This design comes from an exercise in tuning for small area on the open sky130 flow, not from production work. Only simulation tests tie the RTL to the original design; equivalence was not proved. Power figures rest on the tool's default switching activity, not on a simulated workload.

Setup of run K:
==> flow/design.v <==
`timescale 1ns / 1ps
module alu (
    input wire [3:0] a,
    input wire [3:0] b,
    input wire [2:0] op,
    output wire [3:0] result,
    output wire zero,
    output wire negative,
    output wire carry,
    output wire overflow
);
    wire sub = op[0];
    wire [3:0] bx = b ^ {4{sub}};
    wire [4:0] c;
    wire [3:0] sum;
    assign c[0] = sub;
    genvar i;
    generate
        for (i = 0; i < 4; i = i + 1) begin : g_add
            assign sum[i] = a[i] ^ bx[i] ^ c[i];
            assign c[i+1] = (a[i] & bx[i]) | (c[i] & (a[i] ^ bx[i]));
        end
    endgenerate
    wire o_arith = ~op[2] & ~op[1];
    wire o_and = ~op[2] & op[1] & ~op[0];
    wire o_or = ~op[2] & op[1] & op[0];
    wire o_xor = op[2] & ~op[1] & ~op[0];
    wire o_sll = op[2] & ~op[1] & op[0];
    wire o_srl = op[2] & op[1] & ~op[0];
    wire o_slt = op[2] & op[1] & op[0];
    wire [3:0] x = a ^ b;
    wire [3:0] n = a & b;
    wire sel_n = o_and | o_or;
    wire sel_x = o_or | o_xor;
    wire [3:0] s;
    assign s[0] = ~b[1] & ~b[0];
    assign s[1] = ~b[1] & b[0];
    assign s[2] = b[1] & ~b[0];
    assign s[3] = b[1] & b[0];
    wire [3:0] l = {4{o_sll}} & s;
    wire [3:0] r = {4{o_srl}} & s;
    wire z = (o_sll | o_srl) & s[0];
    wire [3:0] shift;
    assign shift[0] = (z & a[0]) | (r[1] & a[1]) | (r[2] & a[2]) | (r[3] & a[3]);
    assign shift[1] = (z & a[1]) | (l[1] & a[0]) | (r[1] & a[2]) | (r[2] & a[3]);
    assign shift[2] = (z & a[2]) | (l[1] & a[1]) | (l[2] & a[0]) | (r[1] & a[3]);
    assign shift[3] = (z & a[3]) | (l[1] & a[2]) | (l[2] & a[1]) | (l[3] & a[0]);
    assign result = ({4{o_arith}} & sum) | ({4{sel_n}} & n) | ({4{sel_x}} & x) |
                    shift | {3'b000, o_slt & ~c[4]};
    assign carry = (o_arith & (c[4] ^ sub)) |
                   (l[1] & a[3]) | (l[2] & a[2]) | (l[3] & a[1]) |
                   (r[1] & a[0]) | (r[2] & a[1]) | (r[3] & a[2]);
    assign overflow = o_arith & (c[3] ^ c[4]);
    assign zero = (result == 4'b0000);
    assign negative = result[3];
endmodule
`timescale 1ns / 1ps
module control_unit (
    input wire [15:0] instruction,
    output wire [2:0] alu_op,
    output wire [1:0] dest_addr,
    output wire [1:0] src_a_addr,
    output wire [1:0] src_b_addr,
    output wire use_immediate,
    output wire [3:0] immediate
);
    assign alu_op = instruction[15:13];
    assign dest_addr = instruction[12:11];
    assign src_a_addr = instruction[10:9];
    assign src_b_addr = instruction[8:7];
    assign use_immediate = instruction[6];
    assign immediate = instruction[3:0];
endmodule
`timescale 1ns / 1ps
module instruction_memory (
    input wire clk,
    input wire reset,
    input wire write_enable,
    input wire [3:0] write_addr,
    input wire [15:0] write_data,
    input wire [3:0] read_addr,
    output wire [15:0] instruction
);
    reg [255:0] words;
    reg [15:0] valid;
    wire [255:0] next_words;
    wire [15:0] we;
    wire [15:0] hold;
    wire [15:0] sel;
    genvar w, b;
    generate
        for (w = 0; w < 16; w = w + 1) begin : g_word
            assign we[w] = write_enable & (write_addr == w);
            assign hold[w] = ~we[w];
            assign sel[w] = valid[w] & (read_addr == w);
            for (b = 0; b < 16; b = b + 1) begin : g_bit
                imem_bit_next u_next (
                    .load(we[w]),
                    .hold(hold[w]),
                    .new_bit(write_data[b]),
                    .old_bit(words[16*w + b]),
                    .next_bit(next_words[16*w + b])
                );
            end
            always @(posedge clk or posedge reset) begin
                if (reset)
                    valid[w] <= 1'b0;
                else if (we[w])
                    valid[w] <= 1'b1;
            end
        end
    endgenerate
    always @(posedge clk) begin
        words <= next_words;
    end
    generate
        for (b = 0; b < 16; b = b + 1) begin : g_read
            wire [5:0] part_n;
            for (w = 0; w < 5; w = w + 1) begin : g_grp
                imem_read3 u_read (
                    .sel0(sel[3*w]),     .bit0(words[16*(3*w) + b]),
                    .sel1(sel[3*w + 1]), .bit1(words[16*(3*w + 1) + b]),
                    .sel2(sel[3*w + 2]), .bit2(words[16*(3*w + 2) + b]),
                    .out_n(part_n[w])
                );
            end
            assign part_n[5] = ~(sel[15] & words[16*15 + b]);
            assign instruction[b] = ~&part_n;
        end
    endgenerate
endmodule
module imem_bit_next (
    input wire load,
    input wire hold,
    input wire new_bit,
    input wire old_bit,
    output wire next_bit
);
    assign next_bit = (load & new_bit) | (hold & old_bit);
endmodule
module imem_read3 (
    input wire sel0,
    input wire bit0,
    input wire sel1,
    input wire bit1,
    input wire sel2,
    input wire bit2,
    output wire out_n
);
    assign out_n = ~((sel0 & bit0) | (sel1 & bit1) | (sel2 & bit2));
endmodule
`timescale 1ns / 1ps
module register_file (
    input wire clk,
    input wire reset,
    input wire write_enable,
    input wire [1:0] write_addr,
    input wire [3:0] write_data,
    input wire [1:0] read_addr_a,
    input wire [1:0] read_addr_b,
    output wire [3:0] reg_a,
    output wire [3:0] reg_b
);
    reg [15:0] registers;
    wire [15:0] next_registers;
    genvar r, b;
    generate
        for (r = 0; r < 4; r = r + 1) begin : g_reg
            wire load = write_enable & (write_addr == r);
            for (b = 0; b < 4; b = b + 1) begin : g_bit
                imem_bit_next u_next (
                    .load(load),
                    .hold(~load),
                    .new_bit(write_data[b]),
                    .old_bit(registers[4*r + b]),
                    .next_bit(next_registers[4*r + b])
                );
            end
        end
    endgenerate
    always @(posedge clk or posedge reset) begin
        if (reset)
            registers <= 16'b0;
        else
            registers <= next_registers;
    end
    assign reg_a = registers[4*read_addr_a +: 4];
    assign reg_b = registers[4*read_addr_b +: 4];
endmodule
`timescale 1ns / 1ps
module top (
    input wire clk,
    input wire reset,
    input wire run_enable,
    input wire reg_write_enable,
    input wire [1:0] reg_write_addr,
    input wire [3:0] reg_write_data,
    input wire instr_write_enable,
    input wire [3:0] instr_write_addr,
    input wire [15:0] instr_write_data,
    output reg [3:0] pc,
    output wire [15:0] instruction,
    output wire [3:0] result,
    output wire zero,
    output wire negative,
    output wire carry,
    output wire overflow
);
    wire [1:0] dest_addr, src_a_addr, src_b_addr;
    wire [2:0] alu_op;
    wire use_immediate;
    wire [3:0] immediate;
    wire [3:0] a, b, alu_b;
    wire cpu_step;
    wire rf_write_enable;
    wire [1:0] rf_write_addr;
    wire [3:0] rf_write_data;
    instruction_memory imem (
        .clk(clk),
        .reset(reset),
        .write_enable(instr_write_enable),
        .write_addr(instr_write_addr),
        .write_data(instr_write_data),
        .read_addr(pc),
        .instruction(instruction)
    );
    control_unit cu (
        .instruction(instruction),
        .alu_op(alu_op),
        .dest_addr(dest_addr),
        .src_a_addr(src_a_addr),
        .src_b_addr(src_b_addr),
        .use_immediate(use_immediate),
        .immediate(immediate)
    );
    assign cpu_step = run_enable & ~reg_write_enable & ~instr_write_enable;
    assign rf_write_enable = reg_write_enable | cpu_step;
    assign rf_write_addr = reg_write_enable ? reg_write_addr : dest_addr;
    assign rf_write_data = reg_write_enable ? reg_write_data : result;
    register_file rf (
        .clk(clk),
        .reset(reset),
        .write_enable(rf_write_enable),
        .write_addr(rf_write_addr),
        .write_data(rf_write_data),
        .read_addr_a(src_a_addr),
        .read_addr_b(src_b_addr),
        .reg_a(a),
        .reg_b(b)
    );
    assign alu_b = use_immediate ? immediate : b;
    alu alu_inst (
        .a(a),
        .b(alu_b),
        .op(alu_op),
        .result(result),
        .zero(zero),
        .negative(negative),
        .carry(carry),
        .overflow(overflow)
    );
    always @(posedge clk or posedge reset) begin
        if (reset) begin
            pc <= 4'b0000;
        end else if (cpu_step) begin
            pc <= pc + 4'b0001;
        end
    end
endmodule
clock: 8.5 ns
lec_check: 0
cap_margin: 5
core_margin: 2
core_utilization: 65
slew_margin: 5
synth_hierarchical: 1
standard.sh (not shown) runs the stock make flow with config.mk's settings and CLKGATE_MAP_FILE= SYNTH_SCRIPT=/design/flow/synth_recipe.tcl, a recipe that flattens the netlist after the stock synthesis.
==> flow/flow/run.sh <==
#!/bin/bash
# The standard layout (standard.sh: the standard flow's synthesis and ORFS flow) with
# changes that only affect sizing and buffering:
#  - every port gets the smallest buffer (buf_1) rather than the default pick;
#  - after floorplan, synthesis buffers are removed and logic cells are set to
#    their smallest drive strength (flow/downsize.tcl); the resizer buffers and
#    upsizes where needed later on;
#  - the clock tree uses larger sink clusters of clkbuf_16 leaf buffers and no
#    dummy loads.
set -euo pipefail
here=$(pwd)
bash standard.sh \
  "BUFFER_PORTS_ARGS=-buffer_cell sky130_fd_sc_hd__buf_1" \
  "POST_FLOORPLAN_TCL=$here/flow/downsize.tcl" \
  "CTS_ARGS=-sink_clustering_enable -repair_clock_nets -sink_clustering_size 30 -sink_clustering_max_diameter 80 -buf_list sky130_fd_sc_hd__clkbuf_16 -dont_use_dummy_load" \
  finish > "$here/standard_sh.log" 2>&1
==> flow/flow/downsize.tcl <==
# Remove the buffers synthesis inserted; repair_design re-buffers where needed.
remove_buffers
# Run after floorplan (POST_FLOORPLAN_TCL): give every logic cell the smallest
# drive strength of its family. Synthesis sizes cells for loads it can only
# guess; the resizer's repair_design and repair_timing steps that follow in
# placement, CTS and routing upsize or buffer wherever slew, capacitance or
# timing need it.
set n_down 0
foreach inst [get_cells *] {
  set lc [get_lib_cells -of_objects $inst]
  set name [get_name $lc]
  if {![regexp {^(sky130_fd_sc_hd__[a-z0-9]+)_([0-9]+)$} $name -> base size]} { continue }
  set best $name
  set best_area [get_property $lc area]
  foreach cand [get_lib_cells ${base}_*] {
    set cname [get_name $cand]
    if {![regexp "^${base}_\[0-9\]+\$" $cname]} { continue }
    if {[get_property $cand dont_use]} { continue }
    set a [get_property $cand area]
    if {$a < $best_area} { set best $cname; set best_area $a }
  }
  if {$best ne $name} {
    replace_cell $inst $best
    incr n_down
  }
}
puts "downsize.tcl: downsized $n_down cells"
What run X does differently from run K at the input level:
==> flow/design.v, changed modules only <==
module alu (
    input wire [3:0] a,
    input wire [3:0] b,
    input wire [2:0] op,
    output wire [3:0] result,
    output wire zero,
    output wire negative,
    output wire carry,
    output wire overflow
);
    wire sub = op[0];
    wire [3:0] bx = b ^ {4{sub}};
    wire [4:0] c;
    wire [3:0] sum;
    assign c[0] = sub;
    genvar i;
    generate
        for (i = 0; i < 4; i = i + 1) begin : g_add
            assign sum[i] = a[i] ^ bx[i] ^ c[i];
            assign c[i+1] = (a[i] & bx[i]) | (c[i] & (a[i] ^ bx[i]));
        end
    endgenerate
    wire [1:0] s = b[1:0];
    wire s0 = (s == 2'd0), s1 = (s == 2'd1), s2 = (s == 2'd2), s3 = (s == 2'd3);
    wire [3:0] shl = {(s0 & a[3]) | (s1 & a[2]) | (s2 & a[1]) | (s3 & a[0]),
                      (s0 & a[2]) | (s1 & a[1]) | (s2 & a[0]),
                      (s0 & a[1]) | (s1 & a[0]),
                      (s0 & a[0])};
    wire [3:0] shr = {(s0 & a[3]),
                      (s0 & a[2]) | (s1 & a[3]),
                      (s0 & a[1]) | (s1 & a[2]) | (s2 & a[3]),
                      (s0 & a[0]) | (s1 & a[1]) | (s2 & a[2]) | (s3 & a[3])};
    wire shl_out = (s1 & a[3]) | (s2 & a[2]) | (s3 & a[1]);
    wire shr_out = (s1 & a[0]) | (s2 & a[1]) | (s3 & a[2]);
    wire o_arith = ~op[2] & ~op[1];
    wire o_and = (op == 3'b010), o_or = (op == 3'b011), o_xor = (op == 3'b100);
    wire o_sll = (op == 3'b101), o_srl = (op == 3'b110), o_slt = (op == 3'b111);
    assign result = ({4{o_arith}} & sum) | ({4{o_and}} & (a & b)) |
                    ({4{o_or}} & (a | b)) | ({4{o_xor}} & (a ^ b)) |
                    ({4{o_sll}} & shl) | ({4{o_srl}} & shr) |
                    {3'b000, o_slt & ~c[4]};
    assign carry = (o_arith & (c[4] ^ sub)) | (o_sll & shl_out) | (o_srl & shr_out);
    assign overflow = o_arith & (c[3] ^ c[4]);
    assign zero = (result == 4'b0000);
    assign negative = result[3];
endmodule
--- outcome ---
- Part of the power in the clock network: run X vs run K, no meaningful difference
- Looking at worst stage delay on the critical path, run X sits 60 ps higher than run K does.
- Run K and run X ended up with roughly the same sum of routed wire segments on met1.
- Compared with run K, run X shows share of the cycle needed by the critical path after routing higher by 4.9 points.
- In the tables for run X and run K, normalized max-slew margin reads lower with run K.
- Comparing the two runs side by side, run X comes out behind run K on clock skew.

-- afterwards: timing with drivers on the ports --
Ports are ideal in the flow. The routed layouts listed here were re-timed in OpenROAD. Step 1, drivers: a clkbuf_16 drives clk and a buf_2 each remaining input, both assumed. Step 2 times the ports against the registers' clock, not the clock port: input delays grow and output delays shrink by t, the midpoint of the rising clock arrivals with the driver on. a / b / c = ideal ports / drivers / drivers and shift; a / b = the first two.
run	shift t [ns]	setup WS [ns]	hold WS [ns]	worst setup path at the end	cell pins on the clock port's net
run K	0.524	0.987 / 0.944 / 1.468	0.476 / 0.476 / 0.476	register to output	1
run X	0.530	0.572 / 0.524 / 1.054	0.473 / 0.473 / 0.473	register to output	1
After both steps every run listed still meets setup and hold.
